This design comes from an exercise in tuning for small area, a short achievable clock period and few clock cycles per item on the open sky130 flow, not from production work. Where RTL was checked, it was by simulation tests only, not by an equivalence proof against the original.

==> flow/design.v <==
`timescale 1ns/1ns
module lcm#(
parameter DATA_W = 16)
(
input [DATA_W-1:0] A,
input [DATA_W-1:0] B,
input 			vld_in,
input			rst_n,
input 			clk,
output	wire	[DATA_W*2-1:0] 	lcm_out,
output	wire 	[DATA_W-1:0]	mcd_out,
output	reg					vld_out
);
localparam W = DATA_W;
localparam P = 2*DATA_W;
reg [W-1:0] u, v;
reg [P-1:0] pu, pv;
reg         busy;
wire [W-1:0] uv = u | v;
wire [W-1:0] m = uv & (~uv + 1'b1);
wire [W-1:0] u0 = u, v0 = v;
wire [P-1:0] pu0 = pu, pv0 = pv;
wire t1 = |(u0 & (m << 0));
wire t2 = |(u0 & (m << 1));
wire t3 = |(u0 & (m << 2));
wire t4 = |(u0 & (m << 3));
wire t5 = |(u0 & (m << 4));
wire t6 = |(v0 & (m << 0));
wire t7 = |(v0 & (m << 1));
wire t8 = |(v0 & (m << 2));
wire t9 = |(v0 & (m << 3));
wire t10 = |(v0 & (m << 4));
wire [W-1:0] u1, v1;
wire [P-1:0] pu1, pv1;
wire t11 = ~t1;
wire t12 = ~t6 & ~t11;
assign u1 = t11 ? (u0 >> 1) : u0;
assign pu1 = t11 ? (pu0 << 1) : pu0;
assign v1 = t12 ? (v0 >> 1) : v0;
assign pv1 = t12 ? (pv0 << 1) : pv0;
wire t13 = t11 ? t2 : t1;
wire t14 = t11 ? t3 : t2;
wire t15 = t11 ? t4 : t3;
wire t16 = t11 ? t5 : t4;
wire t17 = t12 ? t7 : t6;
wire t18 = t12 ? t8 : t7;
wire t19 = t12 ? t9 : t8;
wire t20 = t12 ? t10 : t9;
wire [W-1:0] u2, v2;
wire [P-1:0] pu2, pv2;
wire [W-1:0] d2; wire bo2, lt2, eq2;
rsub #(W) sub2 (.a(u1), .b(v1), .d(d2), .lt(bo2));
fcmp #(W) cmp2 (.a(u1), .b(v1), .lt(lt2), .eq(eq2));
wire [W-1:0] ad2;
cneg #(W) neg2 (.x(d2), .n(lt2), .y(ad2));
assign u2 = ad2;
radd #(P) add2 (.a(pu1), .b(pv1), .s(pv2));
assign v2 = lt2 ? u1 : v1;
assign pu2 = lt2 ? pv1 : pu1;
wire t21 = t13 ^ t17 ^ 1'b0;
wire t22 = (~t13 & t17) | (~(t13 ^ t17) & 1'b0);
wire t23 = t14 ^ t18 ^ t22;
wire t24 = (~t14 & t18) | (~(t14 ^ t18) & t22);
wire t25 = t15 ^ t19 ^ t24;
wire t26 = (~t15 & t19) | (~(t15 ^ t19) & t24);
wire t27 = t16 ^ t20 ^ t26;
wire t28 = (~t16 & t20) | (~(t16 ^ t20) & t26);
wire t29 = t21 ^ (lt2 & 1'b0);
wire t30 = 1'b0 | t21;
wire t31 = t23 ^ (lt2 & t30);
wire t32 = t30 | t23;
wire t33 = t25 ^ (lt2 & t32);
wire t34 = t32 | t25;
wire t35 = t27 ^ (lt2 & t34);
wire t36 = t34 | t27;
wire t37 = lt2 ? t13 : t17;
wire t38 = lt2 ? t14 : t18;
wire t39 = lt2 ? t15 : t19;
wire t40 = lt2 ? t16 : t20;
wire t41 = 1'b0 | eq2;
wire [W-1:0] u3, v3;
wire [P-1:0] pu3, pv3;
wire t42 = ~t29;
assign u3 = t42 ? (u2 >> 1) : u2;
assign pu3 = t42 ? (pu2 << 1) : pu2;
assign v3 = v2;
assign pv3 = pv2;
wire t43 = t42 ? t31 : t29;
wire t44 = t42 ? t33 : t31;
wire t45 = t42 ? t35 : t33;
wire [W-1:0] u4, v4;
wire [P-1:0] pu4, pv4;
wire t46 = ~t43;
assign u4 = t46 ? (u3 >> 1) : u3;
assign pu4 = t46 ? (pu3 << 1) : pu3;
assign v4 = v3;
assign pv4 = pv3;
wire t47 = t46 ? t44 : t43;
wire t48 = t46 ? t45 : t44;
wire [W-1:0] u5, v5;
wire [P-1:0] pu5, pv5;
wire [W-1:0] d5; wire bo5, lt5, eq5;
rsub #(W) sub5 (.a(u4), .b(v4), .d(d5), .lt(bo5));
assign lt5 = bo5;
assign eq5 = ~|d5;
wire [W-1:0] ad5;
cneg #(W) neg5 (.x(d5), .n(lt5), .y(ad5));
wire t49 = lt5 & ~t41;
assign u5 = ad5 & {W{~t41}};
radd #(P) add5 (.a(pv4), .b(pu4 & {P{~t41}}), .s(pv5));
assign v5 = t49 ? u4 : v4;
assign pu5 = t49 ? pv4 : pu4;
wire t50 = t47 ^ t37 ^ 1'b0;
wire t51 = (~t47 & t37) | (~(t47 ^ t37) & 1'b0);
wire t52 = t48 ^ t38 ^ t51;
wire t53 = (~t48 & t38) | (~(t48 ^ t38) & t51);
wire t54 = t41 | eq5;
wire [W-1:0] u6, v6;
wire [P-1:0] pu6, pv6;
wire t55 = |(u5 & (m << 0));
wire t56 = ~t55;
assign u6 = t56 ? (u5 >> 1) : u5;
assign pu6 = t56 ? (pu5 << 1) : pu5;
assign v6 = v5;
assign pv6 = pv5;
wire [W-1:0] u7, v7;
wire [P-1:0] pu7, pv7;
wire t57 = |(u6 & (m << 0));
wire t58 = ~t57;
assign u7 = t58 ? (u6 >> 1) : u6;
assign pu7 = t58 ? (pu6 << 1) : pu6;
assign v7 = v6;
assign pv7 = pv6;
wire done = ~|u7;
always @(posedge clk) begin
	if (vld_in) begin
		u  <= A;
		v  <= B;
		pu <= {P{1'b0}};
		pv <= {{W{1'b0}}, A};
	end
	else begin
		u  <= u7;
		v  <= v7;
		pu <= pu7;
		pv <= pv7;
	end
end
always @(posedge clk or negedge rst_n)
	if (!rst_n) begin
		busy    <= 1'b0;
		vld_out <= 1'b0;
	end
	else begin
		busy    <= vld_in | (busy & ~done);
		vld_out <= busy & ~vld_in & done;
	end
assign mcd_out = v;
assign lcm_out = pv;
endmodule
module radd #(parameter N = 32) (input [N-1:0] a, input [N-1:0] b, output [N-1:0] s);
wire [N:0] c;
assign c[0] = 1'b0;
genvar i;
generate for (i = 0; i < N; i = i + 1) begin : g
	assign s[i] = a[i] ^ b[i] ^ c[i];
	assign c[i+1] = (a[i] & b[i]) | (c[i] & (a[i] ^ b[i]));
end endgenerate
endmodule
module rsub #(parameter N = 16) (input [N-1:0] a, input [N-1:0] b, output [N-1:0] d, output lt);
wire [N:0] c;
assign c[0] = 1'b1;
genvar i;
generate for (i = 0; i < N; i = i + 1) begin : g
	assign d[i] = a[i] ^ ~b[i] ^ c[i];
	assign c[i+1] = (a[i] & ~b[i]) | (c[i] & (a[i] ^ ~b[i]));
end endgenerate
assign lt = ~c[N];
endmodule
module cneg #(parameter N = 16) (input [N-1:0] x, input n, output [N-1:0] y);
wire [N:0] seen;
assign seen[0] = 1'b0;
genvar i;
generate for (i = 0; i < N; i = i + 1) begin : g
	assign y[i] = x[i] ^ (n & seen[i]);
	assign seen[i+1] = seen[i] | x[i];
end endgenerate
endmodule
module fcmp #(parameter N = 16) (input [N-1:0] a, input [N-1:0] b, output lt, output eq);
generate
if (N == 1) begin : leaf
	assign lt = ~a[0] & b[0];
	assign eq = ~(a[0] ^ b[0]);
end
else begin : node
	wire lth, eqh, ltl, eql;
	fcmp #(N/2) hi (.a(a[N-1:N/2]), .b(b[N-1:N/2]), .lt(lth), .eq(eqh));
	fcmp #(N/2) lo (.a(a[N/2-1:0]), .b(b[N/2-1:0]), .lt(ltl), .eq(eql));
	assign lt = lth | (eqh & ltl);
	assign eq = eqh & eql;
end
endgenerate
endmodule
Settings: LEC_CHECK=0, ABC_AREA=1, CAP_MARGIN=20, CORE_MARGIN=2, CORE_UTILIZATION=40, SLEW_MARGIN=20; clock period 100.0 ns.
standard.sh (not shown) runs the stock make flow with config.mk's settings and CLKGATE_MAP_FILE= SYNTH_SCRIPT=/design/flow/synth_recipe.tcl, a recipe that flattens the netlist after the stock synthesis.
==> flow/flow/run.sh <==
#!/bin/bash
# The standard layout, with plain buf_1 cells as the port buffers
# (by default buffer_ports picks clkdlybuf4s50_1, which is bigger and slower).
set -o pipefail
export BUFFER_PORTS_ARGS="-buffer_cell sky130_fd_sc_hd__buf_1"
bash standard.sh > standard.log 2>&1
Change:
--- a/flow/design.v
+++ b/flow/design.v
@@ -121,31 +121,23 @@
 wire t56 = ~t55;
 assign u6 = t56 ? (u5 >> 1) : u5;
 assign pu6 = t56 ? (pu5 << 1) : pu5;
 assign v6 = v5;
 assign pv6 = pv5;
-wire [W-1:0] u7, v7;
-wire [P-1:0] pu7, pv7;
-wire t57 = |(u6 & (m << 0));
-wire t58 = ~t57;
-assign u7 = t58 ? (u6 >> 1) : u6;
-assign pu7 = t58 ? (pu6 << 1) : pu6;
-assign v7 = v6;
-assign pv7 = pv6;
-wire done = ~|u7;
+wire done = ~|u6;
 always @(posedge clk) begin
 	if (vld_in) begin
 		u  <= A;
 		v  <= B;
 		pu <= {P{1'b0}};
 		pv <= {{W{1'b0}}, A};
 	end
 	else begin
-		u  <= u7;
-		v  <= v7;
-		pu <= pu7;
-		pv <= pv7;
+		u  <= u6;
+		v  <= v6;
+		pu <= pu6;
+		pv <= pv6;
 	end
 end
 always @(posedge clk or negedge rst_n)
 	if (!rst_n) begin
 		busy    <= 1'b0;
Die area falls by 4.3%. Clock-buffer cell count drops by 2. Wire length rose by 2.3%. Cell area is lower by 3.9%. Final cell count went down by 3.1%. Worst setup slack is better by 690 ps.
Testbench counts after the change, summed over its fixed seeds: cycles 11,369, items 1,600.
Only the layout flow was run in the first run of this note; the RTL was not checked for function there.


Setup of before:
RTL: the design.v shown in full above, as it stands there.
clock: 100.0 ns
lec_check: 0
cap_margin: 20
core_margin: 2
core_utilization: 40
slew_margin: 20
Scripts as last shown in full above: flow/flow/run.sh
For after, these inputs were changed with respect to before:
--- a/flow/design.v
+++ b/flow/design.v
@@ -123,15 +123,7 @@
 assign pu6 = t56 ? (pu5 << 1) : pu5;
 assign v6 = v5;
 assign pv6 = pv5;
-wire [W-1:0] u7, v7;
-wire [P-1:0] pu7, pv7;
-wire t57 = |(u6 & (m << 0));
-wire t58 = ~t57;
-assign u7 = t58 ? (u6 >> 1) : u6;
-assign pu7 = t58 ? (pu6 << 1) : pu6;
-assign v7 = v6;
-assign pv7 = pv6;
-wire done = ~|u7;
+wire done = ~|u6;
 always @(posedge clk) begin
 	if (vld_in) begin
 		u  <= A;
@@ -140,10 +132,10 @@
 		pv <= {{W{1'b0}}, A};
 	end
 	else begin
-		u  <= u7;
-		v  <= v7;
-		pu <= pu7;
-		pv <= pv7;
+		u  <= u6;
+		v  <= v6;
+		pu <= pu6;
+		pv <= pv6;
 	end
 end
 always @(posedge clk or negedge rst_n)
## What came out
On clock-pin slew on the worst setup and hold paths, before and after are neck and neck.
Fraction of area in registers sits higher in after than in before.
Max freq before -> after: degraded
The final reports for after and before show post-synthesis share of cell area spent on xor and xnor gates higher in the former.
As far as final setup violation count is concerned, after and before perform about the same.
pu[16] as the endpoint of the worst setup timing path was reported by after, and pu[21] by before.
Testbench counts of after, summed over its fixed seeds: cycles 11,369, items 1,600.
No functional check of the RTL was part of before.

## port drivers added, routing unchanged
The flow's constraints put no driver on any port. The routed layouts listed below were extracted and timed again, unchanged, in two steps. Step 1 (the two cells are an assumption about what drives the block):
set clk [get_ports {clk}]
set_driving_cell -lib_cell sky130_fd_sc_hd__clkbuf_16 $clk
set_driving_cell -lib_cell sky130_fd_sc_hd__buf_2 [delete_from_list [all_inputs] $clk]
Step 2 also shifts input and output timing later by t, the mid clock arrival at the registers, as if the neighbouring blocks saw the same clock. a / b / c = ideal ports / drivers / drivers and shift; a / b = the first two.
run | t, ns | slack for setup (ns) | clock arrival spread, ns | worst slew at a driven data input, ns | cell pins on the clock port's net
the first run of note 1 | 0.411 | 78.132 / 78.159 / 77.748 | 0.015 / 0.015 | 0.05 | 1
the second run of note 1 | 0.414 | 78.819 / 78.838 / 78.424 | 0.010 / 0.010 | 0.06 | 1
before | 0.427 | 78.346 / 78.377 / 77.950 | 0.020 / 0.020 | 0.04 | 1
after | 0.412 | 77.651 / 77.680 / 77.268 | 0.022 / 0.022 | 0.04 | 1
After both steps every run listed still meets setup and hold. For before, which loses most, drivers alone change the setup slack by +0.031 ns; drivers and shift together by -0.396 ns.
